Context: an optimization exercise on an open-source flow, tuned for a short achievable clock period and few clock cycles. The choices shown serve that exercise and are no tape-out recipe. Function was checked by simulation only, so behaviour that the tests miss may differ from the original. No activity file was given, so power comes from the tool's default toggle rates.

raven:
## black_bean
module black_bean(
    clk,
    rst_n,
    IO_MEM_R_DATA,
    IO_MEM_W_DATA,
    IO_MEM_ADDR,
    IO_MEM_R_EN,
    IO_MEM_W_EN
);
Size in the first run: about 350 flip-flops.
clock: 5.5 ns
lec_check: 0
abc_clock_period_in_ps: 1500
cap_margin: 20
core_margin: 2
core_utilization: 35
gpl_routability_driven: 0
setup_slack_margin: 4
slew_margin: 20
tns_end_percent: 100
run.sh (not shown) runs the stock make flow with config.mk's settings and CLKGATE_MAP_FILE= SYNTH_SCRIPT=/design/flow/synth_recipe.tcl, a recipe that flattens the netlist after the stock synthesis.
Testbench counts of raven, summed over its fixed seeds: cycles 272,325.
For harbor, these inputs were changed with respect to raven:
# raven
export LEC_CHECK = 0
export ABC_CLOCK_PERIOD_IN_PS = 1500
export CAP_MARGIN = 20
export CORE_MARGIN = 2
export CORE_UTILIZATION = 35
export GPL_ROUTABILITY_DRIVEN = 0
export SETUP_SLACK_MARGIN = 4
export SLEW_MARGIN = 20
export TNS_END_PERCENT = 100
create_clock -name core_clock -period 5.5 [get_ports {clk}]
# harbor
export LEC_CHECK = 0
export ABC_CLOCK_PERIOD_IN_PS = 1500
export CAP_MARGIN = 20
export CORE_MARGIN = 2
export CORE_UTILIZATION = 50
export PLACE_DENSITY = 0.7
export SETUP_SLACK_MARGIN = 4
export SLEW_MARGIN = 20
export TNS_END_PERCENT = 100
create_clock -name core_clock -period 5.5 [get_ports {clk}]
## What came out
Against raven as the reference, harbor delivers a higher power share of the combinational group.
harbor vs raven: maximum ir drop on the vdd rail up by more than half
The final reports for harbor and raven show growth of design area from synthesis to finish lower in the former.
More vias were needed by harbor than by raven.
Where standby leakage power is concerned, raven is outperformed by harbor.
raven has lower utilization than harbor.
Looking at total power consumption of the routed design across raven and harbor, the one that comes out higher is harbor.
Worst setup slack (higher): raven
Count of input and output buffers came out exactly the same in raven and harbor.
Modified inputs, sierra compared to harbor
# harbor
export LEC_CHECK = 0
export ABC_CLOCK_PERIOD_IN_PS = 1500
export CAP_MARGIN = 20
export CORE_MARGIN = 2
export CORE_UTILIZATION = 50
export PLACE_DENSITY = 0.7
export SETUP_SLACK_MARGIN = 4
export SLEW_MARGIN = 20
export TNS_END_PERCENT = 100
create_clock -name core_clock -period 5.5 [get_ports {clk}]
# sierra
export LEC_CHECK = 0
export ABC_CLOCK_PERIOD_IN_PS = 1200
export CAP_MARGIN = 20
export CORE_MARGIN = 2
export CORE_UTILIZATION = 45
export PLACE_DENSITY = 0.65
export SETUP_SLACK_MARGIN = 3
export SLEW_MARGIN = 20
export TNS_END_PERCENT = 100
create_clock -name core_clock -period 5.5 [get_ports {clk}]
Notes after the runs:
- No stage failed in sierra, and the final checks on the layout all came back clean.
- Against harbor, wire length of the first global-routing pass in sierra fell by more than 10%.
- Top-level port count of harbor is on par with sierra.
- The higher combinational fraction of design power of harbor and sierra is in harbor.
- sierra vs harbor — routed wire length dropped by more than 10%
- The lower combinational logic power came out of sierra.
- Portion of total power attributed to the clock network was higher in sierra than in harbor.

========
black_bean, a different RTL version from the one above (not shown whole).
Size in the first run: about 2,400 cells after synthesis, roughly 370 flip-flops, about 28 I/O pins, ~23,000 um2 of cells after synthesis.
clock: 5.5 ns
lec_check: 0
abc_clock_period_in_ps: 1500
cap_margin: 20
core_margin: 2
core_utilization: 35
setup_slack_margin: 5
slew_margin: 20
tns_end_percent: 100
The starting point produced a clean layout.
Testbench counts at the start, summed over its fixed seeds: cycles 272,325.
Edit:
- CORE_UTILIZATION: 35 -> 40
- SETUP_SLACK_MARGIN: 5 -> 4
The new run passed the timing, design-rule and antenna checks.
Routed wire length falls by 1.7%.
Clock power falls by 9.8%.
Fmax falls by about 1.7%.
Worst setup slack is worse by 0.049 ns.
Cell count falls by about 5%.
Total power falls by 3.6%.
Sequential power rises by about 2%.
Clock skew falls by 0.024 ns.
Hold slack is better by 0.065 ns.
Final area falls by about 4.7%.
Die area falls by 12%.
Edit:
- ABC_CLOCK_PERIOD_IN_PS: 1500 -> 1000
- SETUP_SLACK_MARGIN: 4 -> 5
Flip-flop and latch count stays the same.
Wire length drops by 1.7%.
First-iteration DRC count came out lower by 22%.
Edit:
- ABC_CLOCK_PERIOD_IN_PS: 1000 -> 1500
- CORE_UTILIZATION: 40 -> 45
- PLACE_DENSITY: not set -> 0.65
- clock skew climbs by 0.019 ns
- cell area barely changes
- core utilization rises by 7.7 points
- total power came out higher by 3.6%
- routed wire length went up by 8.3%
Edit:
- CORE_UTILIZATION: 45 -> 40
- PLACE_DENSITY: 0.65 -> 0.7
After rerunning: The changed run finished with timing, DRC and antenna clean. Routed wire length increases by 4.8%. Critical path depth rose by 2. Clock skew grows by 0.0055 ns. Setup slack is better by 0.22 ns. Cell count goes up by 4.1%. Non-clock buffer count increases by 63. Total power climbs by 2.0%.

========
Another version of the RTL of black_bean (not shown whole).
Size: roughly 2400 cells after synthesis, about 370 flip-flops, ~28 I/O pins.
clock: 5.5 ns
lec_check: 0
abc_clock_period_in_ps: 1500
cap_margin: 20
core_margin: 2
core_utilization: 40
setup_slack_margin: 4
slew_margin: 20
tns_end_percent: 100
The starting point produced a clean layout.
Testbench counts at the start, summed over its fixed seeds: cycles 272,325.
==> next run, changes <==
--- a/flow/config.mk
+++ b/flow/config.mk
@@ -10,5 +10,5 @@
 export CORE_MARGIN = 2
 export CORE_UTILIZATION = 40
-export SETUP_SLACK_MARGIN = 4
+export SETUP_SLACK_MARGIN = 5
 export SLEW_MARGIN = 20
 export TNS_END_PERCENT = 100
First-iteration DRC count falls slightly.
Clock power is higher by a few percent.
Maximum frequency decreases slightly.
Worst setup slack loses 8.9 ps.

========
run a:
black_bean with an RTL version that a note above also has.
For scale: about 28 I/O pins.
clock: 5.5 ns
lec_check: 0
abc_clock_period_in_ps: 1500
cap_margin: 20
core_margin: 2
core_utilization: 40
setup_slack_margin: 5
slew_margin: 20
tns_end_percent: 100
Testbench counts of run a, summed over its fixed seeds: cycles 272,325.
--- input diff run a..run b ---
# run a
export LEC_CHECK = 0
export ABC_CLOCK_PERIOD_IN_PS = 1500
export CAP_MARGIN = 20
export CORE_MARGIN = 2
export CORE_UTILIZATION = 40
export SETUP_SLACK_MARGIN = 5
export SLEW_MARGIN = 20
export TNS_END_PERCENT = 100
create_clock -name core_clock -period 5.5 [get_ports {clk}]
# run b
export LEC_CHECK = 0
export ABC_CLOCK_PERIOD_IN_PS = 1500
export CAP_MARGIN = 20
export CORE_MARGIN = 2
export CORE_UTILIZATION = 40
export SETUP_SLACK_MARGIN = 4
export SLEW_MARGIN = 20
export TNS_END_PERCENT = 100
create_clock -name core_clock -period 5.5 [get_ports {clk}]
Notes after the runs:
- When run b is measured against run a, its combinational power share turns out 1.9 points lower.
- Run b vs run a: global-route usage over all layers down
- Run b -> run a: initial core utilization delta 0, exact match
- From run a to run b the numbers moved as follows: via count shrank by 4.3%; sequential share of layout area grew by 1.2 points; count of cells along the worst register-to-register path shrank by 1.
- Compared with run a, in run b cell count shrank by about 2.5%; placed wire-length estimate after detailed placement fell by 990 um; aggregate routed wire length shrank by about 8%; highest cell delay on the worst timing path went up 0.04 ns.

[what the ideal ports hide]
How much do the figures lean on ideal ports? The routed layouts below were timed once more, with nothing changed but the port constraints.
Step 1 (the two cells are an assumption about what drives the block):
set clk [get_ports {clk}]
set_driving_cell -lib_cell sky130_fd_sc_hd__clkbuf_16 $clk
set_driving_cell -lib_cell sky130_fd_sc_hd__buf_2 [delete_from_list [all_inputs] $clk]
Step 2 also shifts input and output timing later by t, the mid clock arrival at the registers, as if the neighbouring blocks saw the same clock.
a / b / c = no drivers / after step 1 / after step 2; a / b = the first two.
| run | t (ns) | setup slack, ns | slew at the worst register clock pin (ns) |
|---|---|---|---|
| raven | 0.637 | 2.706 / 2.706 / 2.137 | 0.07 / 0.07 |
| harbor | 0.668 | 2.488 / 2.488 / 2.272 | 0.07 / 0.07 |
| sierra | 0.627 | 2.698 / 2.698 / 2.154 | 0.07 / 0.07 |
| the first run of note 2 | 0.678 | 2.744 / 2.744 / 2.257 | 0.07 / 0.07 |
| the second run of note 2 | 0.643 | 2.696 / 2.696 / 2.140 | 0.07 / 0.07 |
| the third run of note 2 | 0.655 | 2.784 / 2.784 / 2.273 | 0.07 / 0.07 |
| the fourth run of note 2 | 0.665 | 2.255 / 2.255 / 2.072 | 0.07 / 0.07 |
| the fifth run of note 2 | 0.662 | 2.474 / 2.474 / 2.162 | 0.07 / 0.07 |
| the first run of note 3 | 0.669 | 2.665 / 2.665 / 2.274 | 0.07 / 0.07 |
| the second run of note 3 | 0.643 | 2.656 / 2.656 / 2.362 | 0.07 / 0.07 |
| run a | 0.660 | 2.732 / 2.732 / 2.248 | 0.07 / 0.07 |
| run b | 0.635 | 2.744 / 2.744 / 2.284 | 0.07 / 0.07 |
After both steps every run listed still meets setup and hold. The setup slack of raven, which loses most, moves by 0.000 ns with the drivers and by -0.569 ns with both steps.
